This is an optimization exercise on Yosys and OpenROAD, whose aim is small area, a short achievable clock period and few clock cycles, not a production implementation.
Function was checked by simulation only, so behaviour that the tests miss may differ from the original.
No activity file was given, so power comes from the tool's default toggle rates.

==> flow/design.v <==
module FP_Input_Pipe (output logic [17:0] mantissa,
					output logic [4:0] exponent,
					output logic sign,
					input logic [15:0] FP16);
	always_comb
	begin
		mantissa = {(|FP16[14:10]), FP16[9:0], 7'd0};
		exponent = FP16[14:10];
		sign = FP16[15];
	end
endmodule
module FP_Output_Pipe (output logic [15:0] FP16,
					input logic [17:0] mantissa,
					input logic [4:0] exponent,
					input logic sign);
	logic [10:0] rounded_mantissa;
	logic round_up, overflow;
	always_comb
	begin
		round_up = mantissa[6];  
		rounded_mantissa = mantissa[16:7] + (round_up ? 10'd1 : '0);
		overflow = rounded_mantissa[10];
		FP16[15] = sign;
		FP16[14:10] = exponent + ((overflow && ~&exponent) ? 5'd1 : '0);
		FP16[9:0] = rounded_mantissa[9:0];
	end
endmodule
module IM_Log18 (output logic [4:0] log,
				input logic [17:0] number);
	logic [17:0] streched_number;
	always_comb
	begin
		streched_number[17] = number[17];
		streched_number[16] = |number[17:16];
		streched_number[15] = |number[17:15];
		streched_number[14] = |number[17:14];
		streched_number[13] = |number[17:13];
		streched_number[12] = |number[17:12];
		streched_number[11] = |number[17:11];
		streched_number[10] = |number[17:10];
		streched_number[9] = |number[17:9];
		streched_number[8] = |number[17:8];
		streched_number[7] = |number[17:7];
		streched_number[6] = |number[17:6];
		streched_number[5] = |number[17:5];
		streched_number[4] = |number[17:4];
		streched_number[3] = |number[17:3];
		streched_number[2] = |number[17:2];
		streched_number[1] = |number[17:1];
		streched_number[0] = |number[17:0];
		log[4] = streched_number[15];
		log[3] = ^{streched_number[15],
				   streched_number[7]};
		log[2] = ^{streched_number[15], 
				   streched_number[11], 
				   streched_number[7], 
				   streched_number[3]};
		log[1] = ^{streched_number[17], 
				   streched_number[15], 
				   streched_number[13], 
				   streched_number[11], 
		           streched_number[9], 
				   streched_number[7], 
				   streched_number[5], 
				   streched_number[3], 
				   streched_number[1]};
		log[0] = ^streched_number;
	end
endmodule
module MULT18 (dout, a, b);
	output [35:0] dout;
	input [17:0] a;
	input [17:0] b;
	assign dout = a * b;
endmodule
module MAU_Multiplier (output logic [17:0] c_mantissa,
					output logic [4:0] c_exponent,
					output logic c_sign,
					input logic [17:0] a_mantissa, b_mantissa,
					input logic [4:0] a_exponent, b_exponent,
					input logic a_sign, b_sign);
	logic [35:0] mult_output;
	logic [5:0] reduced_exp, initial_exp;
	logic very_small;
	MULT18 mult0 (
        .dout(mult_output),  
        .a(a_mantissa),  
        .b(b_mantissa)  
    );
	always_comb
	begin
		initial_exp = a_exponent + b_exponent;
		very_small = (initial_exp < 5'd14);
		reduced_exp = initial_exp - 5'd14;
		c_mantissa = mult_output[35:18];
		c_exponent = (reduced_exp[5] || very_small) ? (very_small ? '0 : '1) : reduced_exp[4:0];
		c_sign = a_sign ^ b_sign;
	end
endmodule
module MAU_Adder (output logic [17:0] c_mantissa,
				output logic [4:0] c_exponent,
				output logic c_sign,
				input logic [17:0] a_mantissa, b_mantissa,
				input logic [4:0] a_exponent, b_exponent,
				input logic a_sign, b_sign, clk, reset, start);
	logic [35:0] mult_output;
	logic [17:0] large_m, value, shift, adder_output;
	logic [4:0] large_e, log_output, adjusted_log, shift_value;
	logic large_s, small_s, adder_output_sign, adder_overflow, full_shift;
	enum {load, preshift, add, postshift} state;
	MULT18 mult0 (
        .dout(mult_output),  
        .a(value),  
        .b(shift)  
    );
	MAU_Mantissa_Adder add0 (
		.sum(adder_output),
		.sum_sign(adder_output_sign),
		.overflow(adder_overflow),
		.a(large_m),
		.a_sign(large_s),
		.b(value),
		.b_sign(small_s)
	);
	IM_Log18 log0 (
		.log(log_output),
		.number(adder_output)
	);
	MAU_Shift shift0 (
		.shift(shift),
		.number(shift_value)
	);
	assign adjusted_log = 5'd18 - log_output;
	assign full_shift = (large_e > adjusted_log);
	always_ff @ (posedge clk, posedge reset)
	begin
		if (reset)
		begin
			state <= load;
			large_m <= '0;
			large_e	<= '0;
			large_s <= '0;
			small_s <= '0;
			value <= '0;
			shift_value <= '0;
			c_mantissa <= '0;
			c_exponent <= '0;
			c_sign <= '0;
		end
		else
		begin
			case (state)
				load : begin
					if (start) begin
						state <= preshift;
						if (a_exponent > b_exponent) begin
							large_m <= a_mantissa;
							large_e <= a_exponent;
							large_s <= a_sign;
							small_s <= b_sign;
							shift_value <= (a_exponent - b_exponent);
							value <= b_mantissa;
						end else begin
							large_m <= b_mantissa;
							large_e <= b_exponent;
							large_s <= b_sign;
							small_s <= a_sign;
							shift_value <= (b_exponent - a_exponent);
							value <= a_mantissa;
						end
					end
				end
				preshift : begin
					state <= add;
					value <= mult_output[34:17];
				end
				add : begin
					state <= postshift;
					value <= adder_output;
					c_sign <= adder_output_sign;
					c_exponent <= adder_overflow ? (large_e + 5'd1) : (full_shift ? (large_e - adjusted_log) : '0);
					shift_value <= 5'd17 - (adder_overflow ? '0 : (full_shift ? adjusted_log : large_e));
				end
				postshift : begin
					state <= load;
					c_mantissa <= mult_output[17:0];
				end
			endcase
		end
	end
endmodule
module MAU_Mantissa_Adder (output logic [17:0] sum,
						output logic sum_sign, overflow,
						input logic [17:0] a, b,
						input logic a_sign, b_sign);
	logic [18:0] sum_internal;
	always_comb
	begin
		if (a_sign ^ b_sign)
			if (a > b) 
			begin 
				sum_internal = a - b;
				sum_sign = a_sign;
			end
			else
			begin 
				sum_internal = b - a;
				sum_sign = b_sign;
			end
		else
		begin 
			sum_internal = a + b;
			sum_sign = a_sign;
		end
		overflow = sum_internal[18];
		sum = overflow ? sum_internal[18:1] : sum_internal[17:0];
	end
endmodule
module MAU_Shift (output logic [17:0] shift,
				input logic [4:0] number);
	always_comb
	begin
		shift = (number < 18'd18) ? (18'b100000000000000000 >> number) : '0;
	end
endmodule
module MAU (output logic busy,
			output logic [15:0] dbs_output, dbi_output,
			input logic [15:0] data_bus_supr, data_bus_infr,
			input logic [15:0] matRAM,
			input logic start, mode, clk, reset, add_mode);
	logic [17:0] mult_a_m, mult_b_m, mult_out_m, buffer_m[2], add_out_m, add_in_m;
	logic [15:0] db_input_buffer[2], db_input;
	logic [4:0] mult_a_e, mult_b_e, mult_out_e, buffer_e[2], add_out_e, add_in_e;
	logic [3:0] time_waited;
	logic mult_a_s, mult_b_s, mult_out_s, buffer_s[2], add_out_s, add_in_s;
	logic start_add;
	enum {idle, mult1, mult2, add1, mult3, mult4, add2, add2_result, add3, add3_result, waiting} state;
	FP_Input_Pipe in0 (
		.mantissa(mult_a_m),
		.exponent(mult_a_e),
		.sign(mult_a_s),
		.FP16(db_input)
	);
	FP_Input_Pipe in1 (
		.mantissa(mult_b_m),
		.exponent(mult_b_e),
		.sign(mult_b_s),
		.FP16(matRAM)
	);
	MAU_Multiplier m_mult0 (
		.c_mantissa(mult_out_m),
		.c_exponent(mult_out_e),
		.c_sign(mult_out_s),
		.a_mantissa(mult_a_m),
		.b_mantissa(mult_b_m),
		.a_exponent(mult_a_e),
		.b_exponent(mult_b_e),
		.a_sign(mult_a_s),
		.b_sign(mult_b_s)
	);
	MAU_Adder m_add0 (
		.c_mantissa(add_out_m),
		.c_exponent(add_out_e),
		.c_sign(add_out_s),
		.a_mantissa(buffer_m[0]),
		.b_mantissa(add_in_m),
		.a_exponent(buffer_e[0]),
		.b_exponent(add_in_e),
		.a_sign(buffer_s[0]),
		.b_sign(add_in_s),
		.clk(clk), 
		.reset(reset), 
		.start(start_add)
	);
	FP_Output_Pipe out0 (
		.FP16(dbs_output),
		.mantissa(buffer_m[0]),
		.exponent(buffer_e[0]),
		.sign(buffer_s[0])
	);
	FP_Output_Pipe out1 (
		.FP16(dbi_output),
		.mantissa(buffer_m[1]),
		.exponent(buffer_e[1]),
		.sign(buffer_s[1])
	);
	always_ff @ (posedge clk, posedge reset)
	begin
		if (reset) 
		begin
			state <= idle;
			db_input_buffer[0] <= '0;
			db_input_buffer[1] <= '0;
			time_waited <= '0;
			buffer_m[0] <= '0;
			buffer_e[0] <= '0;
			buffer_s[0] <= '0;
			buffer_m[1] <= '0;
			buffer_e[1] <= '0;
			buffer_s[1] <= '0;
		end
		else
			case (state)
				idle : begin
					if (start) state <= mult1;
					time_waited <= '0;
				end
				mult1 : begin
					state <= mult2;
					db_input_buffer[0] <= data_bus_supr;
					db_input_buffer[1] <= data_bus_infr;
					buffer_m[0] <= mult_out_m;
					buffer_e[0] <= mult_out_e;
					buffer_s[0] <= mult_out_s;
				end
				mult2 : begin
					state <= add1;
					buffer_m[1] <= mult_out_m;
					buffer_e[1] <= mult_out_e;
					buffer_s[1] <= mult_out_s;
				end
				add1 : begin
					state <= mult3;
				end
				mult3 : begin
					state <= mult4;
					if (~mode || add_mode) db_input_buffer[1] <= data_bus_infr;
					buffer_m[0] <= mult_out_m;
					buffer_e[0] <= mult_out_e;
					buffer_s[0] <= mult_out_s;
				end
				mult4 : begin
					state <= waiting;
					buffer_m[1] <= mult_out_m;
					buffer_e[1] <= mult_out_e;
					buffer_s[1] <= mult_out_s;
				end
				add2 : begin
					state <= waiting;
					buffer_m[0] <= add_out_m;  
					buffer_e[0] <= add_out_e;
					buffer_s[0] <= add_out_s;
				end
				add2_result : begin
					state <= idle;
					buffer_m[1] <= add_out_m;  
					buffer_e[1] <= add_out_e;
					buffer_s[1] <= add_out_s;
				end
				add3 : begin
					state <= waiting;
				end
				add3_result : begin
					state <= idle;
					buffer_m[0] <= add_out_m;
					buffer_e[0] <= add_out_e;
					buffer_s[0] <= add_out_s;
				end
				waiting : begin
					time_waited <= time_waited + 4'd1;
					if (time_waited == 4'd0) state <= add2;
					if (time_waited == 4'd3) 
						if (mode) state <= add2_result; 
						else state <= add3;
					if (time_waited == 4'd6) state <= add3_result;
				end
			endcase
	end
	always_comb
	begin
		busy = '1;
		db_input = data_bus_supr;
		add_in_m = buffer_m[1];
		add_in_e = buffer_e[1];
		add_in_s = buffer_s[1];
		start_add = '0;
		case(state)
			idle : busy = '0;
			mult2 : begin
				db_input = db_input_buffer[1];
			end
			add1 : begin
				start_add = '1;
			end
			mult3 : begin
				if (mode && ~add_mode) db_input = db_input_buffer[0];
			end
			mult4 : begin
				db_input = db_input_buffer[1];
			end
			add2 : begin
				start_add = '1;
			end
			add3 : begin
				start_add = '1;
				add_in_m = add_out_m;
				add_in_e = add_out_e;
				add_in_s = add_out_s;
			end
		endcase
	end
endmodule
==> flow/run.sh <==
#!/bin/bash
# synth_recipe.tcl (not shown) runs the flow's synth.tcl, then flattens the netlist and writes it again
# the make line also repeats each setting of config.mk as NAME=value (left out here)
make -C /OpenROAD-flow-scripts/flow DESIGN_CONFIG=/design/flow/config.mk WORK_HOME=/design/flow/orfs CLKGATE_MAP_FILE= SYNTH_SCRIPT=/design/flow/synth_recipe.tcl finish
==> flow/config.mk <==
export PLATFORM = sky130hd
export DESIGN_NAME = MAU
export DESIGN_NICKNAME = MAU
export VERILOG_FILES = /design/flow/design.v
export SDC_FILE = /design/flow/constraint.sdc
export NUM_CORES = 4
export LEC_CHECK = 0
export CAP_MARGIN = 20
export CORE_MARGIN = 2
export CORE_UTILIZATION = 40
export SLEW_MARGIN = 20
==> flow/constraint.sdc <==
create_clock -name core_clock -period 10.0 [get_ports {clk}]
set_input_delay 2.0000 -clock core_clock [delete_from_list [all_inputs] [get_ports {clk}]]
set_output_delay 2.0000 -clock core_clock [all_outputs]
set_load 0.01 [all_outputs]
==> run summary <==
- Leak Pwr: 0.0143 uW
- Core region area: 0.0682 sq mm
- Synthesis-to-layout area growth: 8.90%
- CP Data Required Time: 10.39 ns
- Top cell type's share of synthesized area: 0.249
- Mapped Nets: 3969
- Net Switching: 936 uW
- First-pass iteration count of the detailed router: 7
- Area of the multi-input gates: 0.0208 sq mm
- Number of enable-type register cells in the synthesized netlist: 0
- Total of hold buffers inserted after clock tree synthesis: 0
- Post-synthesis instance total: 3319
- RSZ-0062 raised after global routing: no
- Pwr dens: 79.3 mW/mm^2
- Effective utilization at floorplan: 0.402
- Count of vias placed by the detailed router: 23400
- Post-synthesis sequential element count: 162
- Fraction of power consumed by the clock network: 0.277
- I/O pins: 86
- Proportion of power drawn by flip-flops and latches: 0.276
- I/O Buffers: 85
- Setup repair bufs after CTS: 0
- Combined buffer and inverter count along the critical path: 5
- Root Driver: sky130_fd_sc_hd__clkbuf_16
- Worst path max stage delay: 0.74 ns
- Worst-skew pair later-pin latency: 0.44 ns
- Sequential cell area: 0.00405 sq mm
- Global-route wire length before repair: 133 mm
- Number of resized instances in the post-cts repair step: 0
- Startpoint type of the worst setup path: flop
- Slew margin rel.: 0.313
- CTS max path bufs: 2
- Largest fanout on the critical path: 31
- Mean post-synth cell area: 8.27 sq um
- Hold EP: buffer_m[1][5]
- Global-route congestion overflow total: 0
- Post-detailed-placement half-perimeter wirelength: 67.1 mm
- Critical-path cell with the highest stage delay: sky130_fd_sc_hd__nor3_1
- Sw Ratio: 0.395
- Top Family by Delay on Critical Path: adder cells
- Highest achievable clock rate: 113 MHz
- Full die area: 0.0707 sq mm
- Cell Count Post-Placement: 4180
- Number of nets in the layout: 3967
- Final wirelength: 83.7 mm
- Smallest hold slack: 0.500 ns
- Max-cap viol count: 0
- Via density per instance: 5.56
- Residual antenna-violating net count after detailed routing: 0
- Setup-violating endpoint count in the final report: 0
- Fill count: 6849
- Endpoint of the worst register-to-register path: m_add0.value[17]
- Hold Path Stages: 2
- Post-layout minimum cycle time: 8.84 ns
- Clk slew on worst S/H paths: 0.08 ns
- Routability congestion estimate: 0.972
- Leading cell type by number of instances after synthesis: sky130_fd_sc_hd__inv_1
- Most used flip-flop cell after synthesis: sky130_fd_sc_hd__dfrtp_1
- Clock tree from TritonCTS: done
- DRT iter0 DRCs: 1755
- Initial antenna violation count: 0
- Die H: 266 um
- Combinational power share: 0.447
- Yosys cell types: 86
- Outcome: timing/DRC/antenna clean
- Setup TNS: 0 ns
- Number of levels the H-tree was split into: 4
- Remaining routing DRC violations: 0
- Yosys Warn Count: 16
- Start point of the worst hold path: buffer_m[1][5]
- Tot Pwr: 2370 uW
- Min-delay worst type: reg2reg
- Horiz. Die Dim: 266 um
- Cell Area, Synth: 0.0274 sq mm
- Top cells by count, synth: 511 x sky130_fd_sc_hd__inv_1, 485 x sky130_fd_sc_hd__nand2_1, 342 x sky130_fd_sc_hd__fa_1
- Final cell count without fillers: 4213
- Worst flop-to-flop path startpoint: m_add0.shift_value[4]
- Number of placement rows: 96
- Worst reg2reg setup slack: 1.16 ns
- Transition time at the pin with the least slew margin: 1.03 ns
- Cell type contributing the most total cell area after synthesis: sky130_fd_sc_hd__fa_1
- Clock tree skew after final layout: 0.0151 ns
- Hold Fails Final Rpt: 0
- DR WL/cell: 19.9 um
- Max-slew violations: 0
- CP Capture Type: flop
- Signal arrival time at the worst endpoint: 9.23 ns
- Fraction of layout instances using a drive strength above 1: 0.0610
- Cell types occupying the most area after synthesis: sky130_fd_sc_hd__fa_1 25%, sky130_fd_sc_hd__dfrtp_1 15%, sky130_fd_sc_hd__ha_1 12%, sky130_fd_sc_hd__inv_1 7.0%, sky130_fd_sc_hd__nand2_1 6.6%
- Worst IR Drop VDD: 0.000160 V
- Setup Crit Path Kind: reg2reg
- Portion of the post-synthesis area used by sequential elements: 0.148
- Worst Reg2Reg Path Length in Cells: 30
- Internal power contribution: 1440 uW
- Fraction of the cycle the final worst path needs: 0.884
- Fraction of synthesis flops using an asynchronous set or reset pin: 1.00
- Total clock buffers created by CTS: 17
- Vias in the first global route: 23300
- Clock Sink Count: 162
- Overall global routing resource usage: 0.240
- Largest net degree at the start of global routing: 92
kinds of logic (layout without fill, tap and decap cells):
family | Yosys count | after routing | share of synthesized area
AO/OA/AOI/OAI | 645 | 645 | 0.153
XOR/XNOR | 83 | 83 | 0.0265
adder cells (fa/ha/maj) | 597 | 597 | 0.366
buffers and inverters | 694 | 705 | 0.0959
flip-flops | 162 | 162 | 0.148
multiplexers | 86 | 86 | 0.0337
other | 0 | 1 | 0
AND/OR/NAND/NOR | 1052 | 1052 | 0.177
worst max-delay path by stage:
stage | start | end | slack, ns | depth (start not counted)
finish | m_add0.shift_value[4] | m_add0.value[17] | 1.16 | 30
global route | mode | buffer_m[0][17] | 0.56 | 30
CTS | m_add0.shift_value[3] | m_add0.value[17] | 1.14 | 30
detailed placement | mode | buffer_m[0][17] | 0.80 | 30
global placement | mode | buffer_m[0][17] | 0.86 | 30
floorplan | m_add0.shift_value[1] | m_add0.value[17] | 1.87 | 31
routing by layer:
layer / routed length (um) / part of all wire / vias to the layer above / GRT usage
met3: 4800 / 0.057 / 142 / 0.0268
met1: 37300 / 0.45 / 11500 / 0.333
met5: 0 / 0 / - / 0
met2: 38400 / 0.46 / 789 / 0.389
met4: 3130 / 0.037 / 0 / 0.0849
li1: - / - / 11000 / -
area by class of cell:
class | count | share of cell area
Antenna cell | 1 | 0.0000837
Clock buffer | 17 | 0.0142
Clock inverter | 15 | 0.00515
Inverter | 516 | 0.0650
Multi-Input combinational cell | 2463 | 0.696
Sequential cell | 162 | 0.136
Tap cell | 882 | 0.0369
Timing Repair Buffer | 157 | 0.0465
power groups by stage:
stage / clock, uW / combinational [uW] / sequential [uW]
5_1_grt: 694 / 1230 / 654
2_1_floorplan: 0 / 822 / 668
6_report: 656 / 1060 / 655
4_1_cts: 667 / 1070 / 655
3_3_place_gp: 0 / 1060 / 667
3_5_place_dp: 0 / 1050 / 667
worst reg2reg max path: cells and delay by family, from the launching register on:
| kind | cells | cell delay (ns) |
|---|---|---|
| AND/OR/NAND/NOR | 6 | 2.14 |
| buffers and inverters | 5 | 0.29 |
| flip-flops | 1 | 0.48 |
| AO/OA/AOI/OAI | 12 | 2.79 |
| adder cells (fa/ha/maj) | 7 | 3.11 |
metrics by stage:
stage,setup slack [ns],instance area [sq um],util
2_1_floorplan,1.87,27400,-
3_3_place_gp,0.863,29300,0.430
3_5_place_dp,0.797,29300,0.430
4_1_cts,1.14,29900,0.438
5_1_grt,0.562,29900,0.438
6_report,1.16,29900,0.438
cells in the final DEF (no fill, tap or decap), types with 51 or more instances in the layout:
cell and instances:
sky130_fd_sc_hd__a21oi_1 140, sky130_fd_sc_hd__a22oi_1 55, sky130_fd_sc_hd__buf_4 72, sky130_fd_sc_hd__clkdlybuf4s50_1 85
sky130_fd_sc_hd__dfrtp_1 162, sky130_fd_sc_hd__fa_1 342, sky130_fd_sc_hd__ha_1 255, sky130_fd_sc_hd__inv_1 510
sky130_fd_sc_hd__mux2_2 51, sky130_fd_sc_hd__nand2_1 485, sky130_fd_sc_hd__nor2_1 166, sky130_fd_sc_hd__nor3_1 93
sky130_fd_sc_hd__o21ai_0 175, sky130_fd_sc_hd__xnor2_1 58
flip-flops by register name, indices dropped and copies added (netlist names), 5 cells and up:
register            cells
m_add0.c_mantissa      18
buffer_m               36
m_add0.c_exponent       5
m_add0.large_e          5
buffer_e               10
m_add0.large_m         18
m_add0.value           18
db_input_buffer        32
m_add0.shift_value      5
Testbench counts, summed over its fixed seeds: cycles 44,800.

static timing again, ports no longer ideal:
The flow's constraints put no driver on any port. The routed layout listed below was extracted and timed again, unchanged, in two steps. Step 1: set_driving_cell puts a clkbuf_16 on clk and a buf_2 on each other input, an assumption about the parent block. Step 2 times the ports against the registers' clock, not the clock port: input delays grow and output delays shrink by t, the midpoint of the rising clock arrivals with the driver on. Three values: ideal, step 1, step 2; two values: the first two.
t (ns): 0.483
setup WS [ns]: 1.155 / 1.155 / 0.781
latest minus earliest clock arrival (ns): 0.015 / 0.015
worst data-port slew with drivers (ns): 0.07
After both steps this run still meets setup and hold. The setup slack of this run moves by 0.000 ns with the drivers and by -0.374 ns with both steps.
